Source: an optimization exercise on an open RTL-to-GDS flow (aim: small area, a short achievable clock period and few clock cycles per item). Production flows keep margins and buffers that such runs may drop. Only simulation tests tie the RTL to the original design; equivalence was not proved.

==> inputs of run a <==
## fir
module fir(
  clock,
  reset,
  calculate,
  data_in,
  data_out,
  data_good
);
  input clock;
  input reset;
  input calculate;
  input [9:0] data_in;
  output [9:0] data_out;
  output data_good;
  reg [6:0] clr_cnt;
  reg clearing;
  assign data_good = ~clearing;
  always @(posedge clock or negedge reset) begin
    if (reset == 0) begin
      clr_cnt  <= 0;
      clearing <= 1;
    end
    else if (clearing) begin
      clr_cnt <= clr_cnt + 1;
      if (&clr_cnt) clearing <= 0;
    end
  end
  wire shift = calculate | clearing;
  reg [9:0] H0;
  reg [9:0] H1;
  reg [9:0] H2;
  reg [9:0] H3;
  reg [9:0] H4;
  reg [9:0] H5;
  reg [9:0] H6;
  reg [9:0] H7;
  reg [9:0] H8;
  reg [9:0] H9;
  reg [9:0] H10;
  reg [9:0] H11;
  reg [9:0] H12;
  reg [9:0] H13;
  reg [9:0] H14;
  reg [9:0] H15;
  reg [9:0] H16;
  reg [9:0] H17;
  reg [9:0] H18;
  reg [9:0] H19;
  reg [9:0] H20;
  reg [9:0] H21;
  reg [9:0] H22;
  reg [9:0] H23;
  ...
Settings: LEC_CHECK=0, ABC_CLOCK_PERIOD_IN_PS=2000, CAP_MARGIN=20, CORE_MARGIN=2, CORE_UTILIZATION=65, CTS_CLUSTER_DIAMETER=100, CTS_CLUSTER_SIZE=24, SLEW_MARGIN=20, SYNTH_HIERARCHICAL=1; clock period 13.0 ns.
standard.sh (not shown) runs the stock make flow with config.mk's settings and CLKGATE_MAP_FILE= SYNTH_SCRIPT=/design/flow/synth_recipe.tcl, a recipe that flattens the netlist after the stock synthesis.
==> flow/flow/run.sh <==
#!/bin/bash
set -euo pipefail
MARGIN=$(cat flow/margin.txt)
TNS=$(cat flow/tns.txt)
# synthesis exactly as standard.sh does it
bash standard.sh synth > synth.log 2>&1
# the remaining steps: the same make command with the repair target added
sed -e "s|CLKGATE_MAP_FILE= |CLKGATE_MAP_FILE= SETUP_SLACK_MARGIN=$MARGIN TNS_END_PERCENT=$TNS 'BUFFER_PORTS_ARGS=-buffer_cell sky130_fd_sc_hd__buf_4' |" \
    standard.sh > flow_layout.sh
bash flow_layout.sh finish > layout.log 2>&1
test -f out/final.def
==> flow/flow/margin.txt <==
8.2
==> flow/flow/tns.txt <==
100
==> run b: changes against run a <==
==> flow/flow/margin.txt (replaced) <==
8.35
==> summary.txt <==
                                                                run b         run a
Worst setup path start                                     data_in[9]         H0[5]
Worst slack, placed                                           7.25 ns       7.23 ns
Growth of design area from synthesis to finish                  12.1%         8.14%
Gates resized, CTS repair                                         243            32
Slew headroom                                                   0.298         0.257
Result of the run                            timing/DRC/antenna clean  timing/DRC/antenna clean
Final-layout non-clock buffer area share                       0.0487        0.0286
Dpl cell area                                              0.0719 mm2    0.0719 mm2
Slack of the worst reg-to-reg path                            8.31 ns       8.22 ns
Area of all placed cells without fillers                   0.0783 mm2    0.0755 mm2
Total number of vias                                            31700         30700
Hold path start                                                H16[5]        H16[1]
# diodes                                                            0             1
Worst setup path endpoint                                       Y1[6]           C15
Met3 routed wirelength                                       13400 um      12300 um
Overall routing resource usage                                  0.324         0.319
Critical path start-end classification          primary input to flop  flop to flop
Data required time of the critical path                      13.42 ns      13.41 ns
Actual slew at the worst max-slew pin                         1.05 ns       1.11 ns
Total of fill cells in the finished design                       6263          6574
Hold slack                                                   0.424 ns      0.429 ns
TritonCTS buffer count                                             49            48
Crit path time final                                          4.70 ns       4.78 ns
Testbench counts of run a, summed over its fixed seeds: cycles 4,000, items 4,000.
Testbench counts of run b, summed over its fixed seeds: cycles 4,000, items 4,000.

* * *

==> 11-25 <==
Another version of the RTL of fir (not shown whole).
clock: 13.0 ns
lec_check: 0
abc_clock_period_in_ps: 2000
cap_margin: 20
core_margin: 2
core_utilization: 65
cts_cluster_diameter: 110
cts_cluster_size: 27
slew_margin: 20
synth_hierarchical: 1
==> flow/flow/margin.txt <==
8.2
Scripts as last shown in full above: flow/flow/run.sh, flow/flow/tns.txt
==> 02-27 (differences from 11-25) <==
--- a/flow/config.mk
+++ b/flow/config.mk
@@ -11,4 +11,4 @@
 export CORE_UTILIZATION = 65
-export CTS_CLUSTER_DIAMETER = 110
-export CTS_CLUSTER_SIZE = 27
+export CTS_CLUSTER_DIAMETER = 100
+export CTS_CLUSTER_SIZE = 30
 export SLEW_MARGIN = 20
==> summary.txt <==
Status: 11-25 timing/DRC/antenna clean; 02-27 timing/DRC/antenna clean
Worst reg2reg path startpoint: 11-25 H0[7]; 02-27 H29[5]
Final-layout fill cell count: 11-25 7247; 02-27 7234
Core Util, Final: 11-25 0.690; 02-27 0.692
Area of the multi-input gates: 11-25 41600 um2; 02-27 41600 um2
Final instance area: 11-25 78000 um2; 02-27 78200 um2
Number of CTS-inserted buffers: 11-25 46; 02-27 47
Met3 wire length: 11-25 9850 um; 02-27 9900 um
Total of clock buffers placed in the layout: 11-25 53; 02-27 47
Worst R2R Path Depth: 11-25 11; 02-27 8
Routing usage on met3: 11-25 0.0428; 02-27 0.0437
Via count: 11-25 32.2k; 02-27 32.3k
Fraction of layout instances using a drive strength above 1: 11-25 0.0389; 02-27 0.0427
Worst-case clock skew: 11-25 0.0342 ns; 02-27 0.0424 ns
Global-route wire length before repair: 11-25 249000 um; 02-27 249000 um
Number of antenna violations at the first check in global routing: 11-25 1; 02-27 0
Rel. slew slack: 11-25 0.357; 02-27 0.395
Layout non-clock buf frac: 11-25 0.00618; 02-27 0.00616
Routed WL: 11-25 161000 um; 02-27 161000 um
Routed length on met1: 11-25 67000 um; 02-27 67100 um
Number of violations reported at the end of detailed-routing iteration 0: 11-25 2883; 02-27 3099
Testbench counts of 11-25, summed over its fixed seeds: cycles 4,000, items 4,000.
Testbench counts of 02-27, summed over its fixed seeds: cycles 4,000, items 4,000.

==> static timing again, ports no longer ideal <==
No port has a modelled driver above. Below, the same layouts with a new extraction and two added sets of constraints.
Step 1: set_driving_cell puts a clkbuf_16 on clock and a buf_2 on each other input, an assumption about the parent block.
Step 2, shift: input delay + t, output delay - t, t = (earliest + latest rising clock arrival at the registers) / 2. This alone moves slack from input paths to output paths.
Slacks: ideal ports / drivers / drivers and shift; pairs: ideal ports / drivers.
run	t, ns	slack for setup (ns)	worst setup path at the end	worst data-port slew with drivers (ns)
run a	0.752	8.223 / 8.223 / 7.489	input to register	0.06
run b	0.745	8.297 / 8.300 / 7.555	input to register	0.06
11-25	0.750	8.248 / 8.247 / 7.496	input to register	0.07
02-27	0.764	8.266 / 8.266 / 7.502	input to register	0.07
After both steps setup and hold are still met in every run listed. For 02-27, which loses most, drivers alone change the setup slack by 0.000 ns; drivers and shift together by -0.764 ns.
